Context: an optimization exercise on an open-source flow, tuned for small area, a short achievable clock period and few clock cycles per item. The choices shown serve that exercise and are no tape-out recipe.
At most, simulation tests tie the RTL to the original design; equivalence was not proved.
Power and IR drop assume default switching activity.

Design booth_multiplier, start of the top module:
module booth_multiplier #(
  parameter MUL_WIDTH = 32
) (
  input                        clk,
  input                        rst_n,
  input                        start,
  input                        sign,
  input      [  MUL_WIDTH-1:0] data_in1,
  input      [  MUL_WIDTH-1:0] data_in2,
  output     [2*MUL_WIDTH-1:0] data_out,
  output reg                   ready
);
Size in the first run: about 1,900 cells after synthesis, ~130 I/O pins, ~0.021 mm² of cells after synthesis.
==> flow/config.mk <==
export PLATFORM = sky130hd
export DESIGN_NAME = booth_multiplier
export DESIGN_NICKNAME = booth_multiplier
export VERILOG_FILES = /design/flow/design.v
export SDC_FILE = /design/flow/constraint.sdc
export NUM_CORES = 4
export LEC_CHECK = 0
export CAP_MARGIN = 5
export CORE_MARGIN = 2
export CORE_UTILIZATION = 55
export SETUP_SLACK_MARGIN = 0.6
export SLEW_MARGIN = 5
==> flow/constraint.sdc <==
create_clock -name core_clock -period 5.0 [get_ports {clk}]
set_input_delay 1.0000 -clock core_clock [delete_from_list [all_inputs] [get_ports {clk}]]
set_output_delay 1.0000 -clock core_clock [all_outputs]
set_load 0.01 [all_outputs]
standard.sh (not shown) runs the stock make flow with config.mk's settings and CLKGATE_MAP_FILE= SYNTH_SCRIPT=/design/flow/synth_recipe.tcl, a recipe that flattens the netlist after the stock synthesis.
==> flow/flow/run.sh <==
#!/bin/bash
# Own layout flow: the standard layout (standard.sh) with two changes.
#  1. Synthesis: Yosys's synth is also given -noabc, which drops the generic
#     "abc -fast" pass that runs before ORFS's full-adder extraction, so
#     extract_fa sees the design's full adders as written and maps them
#     without polarity inverters around the adder cells.  fsm and share are
#     still skipped, the design is flattened and renamed the same way, and ABC
#     still maps the remaining logic after adder extraction.
#  2. Port buffers: every input and output port still gets a buffer, but a
#     plain sky130_fd_sc_hd__buf_2 instead of the slow clkdlybuf4s50_1 that
#     buffer_ports picks by default.
# Each tool's output goes to flow.log here and to ORFS's own logs under orfs/logs.
set -euo pipefail
sed 's/yosys synth -nofsm -noshare /yosys synth -nofsm -noshare -noabc /' synth_recipe.tcl > own_synth.tcl
grep -q -- '-noabc' own_synth.tcl
sed -e 's#synth_recipe\.tcl#own_synth.tcl#g' \
    -e "s#CLKGATE_MAP_FILE= #CLKGATE_MAP_FILE= 'BUFFER_PORTS_ARGS=-buffer_cell sky130_fd_sc_hd__buf_2' #" \
    standard.sh > own_standard.sh
grep -q 'own_synth\.tcl' own_standard.sh
grep -q 'BUFFER_PORTS_ARGS' own_standard.sh
bash own_standard.sh > flow.log 2>&1
Testbench counts at the start, summed over its fixed seeds: cycles 6,408, items 3,200.
Next try:
--- a/flow/config.mk
+++ b/flow/config.mk
@@ -8 +8 @@
-export CAP_MARGIN = 5
+export CAP_MARGIN = 20
@@ -10,3 +10,3 @@
-export CORE_UTILIZATION = 55
-export SETUP_SLACK_MARGIN = 0.6
-export SLEW_MARGIN = 5
+export CORE_UTILIZATION = 40
+export SETUP_SLACK_MARGIN = 0.9
+export SLEW_MARGIN = 20
Outcome: The changed run finished clean; clock-buffer cell count came out lower by 1; via count came out higher by a few percent; die area came out higher by well over a third; total power came out higher by roughly a tenth; cell count came out higher by roughly a tenth; hold slack is better by 0.012 ns; core utilization came out lower by 11 points; wire length came out higher by roughly a tenth; setup slack is worse by 0.11 ns.
Next try:
--- a/flow/flow/run.sh
+++ b/flow/flow/run.sh
@@ -10 +10 @@
-#     plain sky130_fd_sc_hd__buf_2 instead of the slow clkdlybuf4s50_1 that
+#     plain sky130_fd_sc_hd__buf_1 instead of the slow clkdlybuf4s50_1 that
@@ -17 +17 @@
-    -e "s#CLKGATE_MAP_FILE= #CLKGATE_MAP_FILE= 'BUFFER_PORTS_ARGS=-buffer_cell sky130_fd_sc_hd__buf_2' #" \
+    -e "s#CLKGATE_MAP_FILE= #CLKGATE_MAP_FILE= 'BUFFER_PORTS_ARGS=-buffer_cell sky130_fd_sc_hd__buf_1' #" \
--- a/flow/config.mk
+++ b/flow/config.mk
@@ -10,2 +10,2 @@
-export CORE_UTILIZATION = 40
-export SETUP_SLACK_MARGIN = 0.9
+export CORE_UTILIZATION = 55
+export SETUP_SLACK_MARGIN = 0.6
Outcome: Sequential power decreases by about 1%. Cell count came out lower by 8.6%. Utilization grows by 12 points. Register-to-register slack got worse by 0.12 ns. Wire length decreases by 9.5%. Die area went down by 27%. Synthesized area does not change.
Next try:
--- a/flow/flow/run.sh
+++ b/flow/flow/run.sh
@@ -10 +10 @@
-#     plain sky130_fd_sc_hd__buf_1 instead of the slow clkdlybuf4s50_1 that
+#     plain sky130_fd_sc_hd__buf_2 instead of the slow clkdlybuf4s50_1 that
@@ -17 +17 @@
-    -e "s#CLKGATE_MAP_FILE= #CLKGATE_MAP_FILE= 'BUFFER_PORTS_ARGS=-buffer_cell sky130_fd_sc_hd__buf_1' #" \
+    -e "s#CLKGATE_MAP_FILE= #CLKGATE_MAP_FILE= 'BUFFER_PORTS_ARGS=-buffer_cell sky130_fd_sc_hd__buf_2' #" \
--- a/flow/config.mk
+++ b/flow/config.mk
@@ -10 +10 @@
-export CORE_UTILIZATION = 55
+export CORE_UTILIZATION = 40
Outcome: Fmax went down slightly. Register-to-register slack improves by 0.02 ns. Worst setup slack degrades by 0.028 ns. Critical path depth went down by 2.

---

before:
Another version of the RTL of booth_multiplier (not shown whole).
For scale: roughly 1900 cells after synthesis, about 180 flip-flops, about 130 I/O pins, about 21000 um^2 of cells after synthesis.
clock: 5.0 ns
lec_check: 0
cap_margin: 20
core_margin: 2
core_utilization: 55
setup_slack_margin: 0.6
slew_margin: 20
==> flow/flow/run.sh <==
#!/bin/bash
# Own layout flow: the standard layout (standard.sh) with two changes.
#  1. Synthesis: Yosys's synth is also given -noabc, which drops the generic
#     "abc -fast" pass that runs before ORFS's full-adder extraction, so
#     extract_fa sees the design's full adders as written and maps them
#     without polarity inverters around the adder cells.  fsm and share are
#     still skipped, the design is flattened and renamed the same way, and ABC
#     still maps the remaining logic after adder extraction.
#  2. Port buffers: every input and output port still gets a buffer, but a
#     plain sky130_fd_sc_hd__buf_2 instead of the slow clkdlybuf4s50_1 that
#     buffer_ports picks by default.
# Each tool's output goes to flow.log here and to ORFS's own logs under orfs/logs.
set -euo pipefail
sed 's/yosys synth -nofsm -noshare /yosys synth -nofsm -noshare -noabc /' synth_recipe.tcl > own_synth.tcl
grep -q -- '-noabc' own_synth.tcl
sed -e 's#synth_recipe\.tcl#own_synth.tcl#g' \
    -e "s#CLKGATE_MAP_FILE= #CLKGATE_MAP_FILE= 'BUFFER_PORTS_ARGS=-buffer_cell sky130_fd_sc_hd__buf_2' #" \
    standard.sh > own_standard.sh
grep -q 'own_synth\.tcl' own_standard.sh
grep -q 'BUFFER_PORTS_ARGS' own_standard.sh
bash own_standard.sh > flow.log 2>&1
#### Input delta (after over before)
- swapping 55 for 40 in CORE_UTILIZATION
- swapping 0.6 for 0.3 in SETUP_SLACK_MARGIN
--- outcome ---
As of after, post-placement cell count had risen by a few percent compared to before. Changes observed in after relative to before: highest cell delay on the worst timing path picked up an extra 0.04 ns; largest vdd supply drop lost 7.5%; worst setup slack lost 0.16 ns. after: full flow OK, the timing, DRC and antenna checks passed.
No functional check of the RTL was part of any run of this note.

---

RTL: one of the versions met above, not the one the previous note started from.
For scale: roughly 180 flip-flops, ~130 I/O pins, about 21000 sq um of cells after synthesis.
export LEC_CHECK = 0
export CAP_MARGIN = 20
export CORE_MARGIN = 2
export CORE_UTILIZATION = 55
export GPL_ROUTABILITY_DRIVEN = 0
export SETUP_SLACK_MARGIN = 0.6
export SLEW_MARGIN = 20
create_clock -name core_clock -period 5.0 [get_ports {clk}]
Scripts as last shown in full above: flow/flow/run.sh
Testbench counts at the start, summed over its fixed seeds: cycles 6,408, items 3,200.
Edit:
GPL_ROUTABILITY_DRIVEN = unset   (was 0)
GPL_TIMING_DRIVEN = 0   (was unset)
Result: Sequential power decreases by about 1%; register-to-register slack gets worse by 40 ps; global-route usage increases by 8.2 points; worst setup slack gets worse by 44 ps; wire length increases by about 24%; combinational power increases by about 7%; design area increases by 7.6%; via count increases by about 10%; clock skew increases by 5.8 ps; critical path depth is unchanged.
Edit:
GPL_TIMING_DRIVEN = unset   (was 0)
=> Routed wire length shrinks by about a fifth; core utilization shrinks by 5.0 points; total power shrinks by a few percent; sequential share of layout area rises by 1.5 points.
Edit:
CORE_UTILIZATION = 70   (was 55)
After rerunning: Total power hardly moves; routed wire length decreases by about 4.5%; sequential power is about the same; fmax decreases by about 2.6%; setup slack gets worse by 110 ps; combinational power barely changes; cell area decreases by about 1.5%.

---

booth_multiplier again, from the RTL that the note above started with.
clock: 5.0 ns
lec_check: 0
cap_margin: 20
core_margin: 2
core_utilization: 55
place_density: 0.7
setup_slack_margin: 0.6
slew_margin: 20
Scripts as last shown in full above: flow/flow/run.sh
The first run went through all stages and came out clean.
Testbench counts at the start, summed over its fixed seeds: cycles 6,408, items 3,200.
Rerun with:
- PLACE_DENSITY: 0.7 -> default
- TNS_END_PERCENT: default -> 100
- routed wire length grows by 4.6%
- design area falls by 0.57%
- non-clock buffer count fell by 9
- combinational power stays flat
- flip-flop and latch count does not change
- setup slack gets better by 0.044 ns
- clock skew stays flat
- power hardly moves
- final cell count fell by 0.36%
- global-route usage came out higher by 1.7 points
- die area is unchanged

---

Setup of run A:
Starting RTL as in the previous note.
clock: 5.0 ns
lec_check: 0
cap_margin: 20
core_margin: 2
core_utilization: 55
setup_slack_margin: 0.5
slew_margin: 20
Scripts as last shown in full above: flow/flow/run.sh
Testbench counts of run A, summed over its fixed seeds: cycles 6,408, items 3,200.
diff inputs: run A => run B
Settings: SETUP_SLACK_MARGIN: 0.5 -> 0.3; CORE_UTILIZATION: 55 -> 40.
- Per the comparison of run B with run A, proportion of total power due to net switching picked up an extra 0.26 points, worst reg-to-reg path cell count lost 1, highest ir drop seen on vdd lost 17%.
- The worst slack on hold paths in run B sits 0.030 ns below the value recorded for run A.
> inputs changed (run B -> run C)
Settings: SETUP_SLACK_MARGIN changed from 0.3 to 0.7; CORE_UTILIZATION changed from 40 to 55.
[summary]
Cell count (higher): run B
Run C: done, clean on timing, DRC and antenna
Going from run B to run C, clock-buffer cell count went down 4; met2 global-route usage went up 10 points; width of the die went down 14%; fraction of area in non-clock buffers went up 2.0 points; global-route usage over all layers went up 9.2 points.
Placeable core region in run C is about 27% below run B.
For run C, the critical path endpoint was data_out[56], unlike run B, where it was r1[25].

-- static timing again, ports no longer ideal --
The flow's constraints put no driver on any port. The routed layouts listed below were extracted and timed again, unchanged, in two steps.
Step 1 (the two cells are an assumption about what drives the block):
set clk [get_ports {clk}]
set_driving_cell -lib_cell sky130_fd_sc_hd__clkbuf_16 $clk
set_driving_cell -lib_cell sky130_fd_sc_hd__buf_2 [delete_from_list [all_inputs] $clk]
Step 2 times the ports against the registers' clock, not the clock port: input delays grow and output delays shrink by t, the midpoint of the rising clock arrivals with the driver on.
Three values: ideal ports, drivers, drivers and shift; two values: the first two.
| run | shift t [ns] | setup slack, ns | worst hold slack (ns) | worst setup path at the end | cell pins on the clock port's net |
|---|---|---|---|---|---|
| the first run of note 1 | 0.520 | 0.676 / 0.619 / 0.193 | 0.457 / 0.457 / 0.457 | input to register | 1 |
| the second run of note 1 | 0.560 | 0.563 / 0.505 / 0.121 | 0.469 / 0.469 / 0.469 | input to register | 1 |
| the third run of note 1 | 0.526 | 0.644 / 0.603 / 0.148 | 0.446 / 0.446 / 0.446 | input to register | 1 |
| the fourth run of note 1 | 0.554 | 0.616 / 0.555 / 0.148 | 0.455 / 0.455 / 0.455 | input to register | 1 |
| before | 0.518 | 0.667 / 0.610 / 0.201 | 0.419 / 0.420 / 0.420 | input to register | 1 |
| after | 0.523 | 0.507 / 0.449 / 0.179 | 0.510 / 0.510 / 0.510 | input to register | 1 |
| the first run of note 3 | 0.526 | 0.633 / 0.577 / 0.149 | 0.469 / 0.469 / 0.469 | input to register | 1 |
| the second run of note 3 | 0.538 | 0.589 / 0.529 / 0.094 | 0.631 / 0.625 / 0.631 | input to register | 1 |
| the third run of note 3 | 0.520 | 0.676 / 0.619 / 0.193 | 0.457 / 0.457 / 0.457 | input to register | 1 |
| the fourth run of note 3 | 0.507 | 0.561 / 0.561 / 0.099 | 0.456 / 0.456 / 0.456 | input to register | 1 |
| the first run of note 4 | 0.516 | 0.632 / 0.622 / 0.153 | 0.451 / 0.451 / 0.451 | input to register | 1 |
| the second run of note 4 | 0.520 | 0.676 / 0.619 / 0.193 | 0.457 / 0.457 / 0.457 | input to register | 1 |
| run A | 0.520 | 0.610 / 0.562 / 0.171 | 0.439 / 0.439 / 0.439 | input to register | 1 |
| run B | 0.550 | 0.436 / 0.403 / 0.069 | 0.409 / 0.409 / 0.409 | input to register | 1 |
| run C | 0.530 | 0.672 / 0.614 / 0.232 | 0.458 / 0.458 / 0.458 | input to register | 1 |
After both steps every run listed still meets setup and hold. The setup slack of the third run of note 1, which loses most, moves by -0.041 ns with the drivers and by -0.496 ns with both steps.
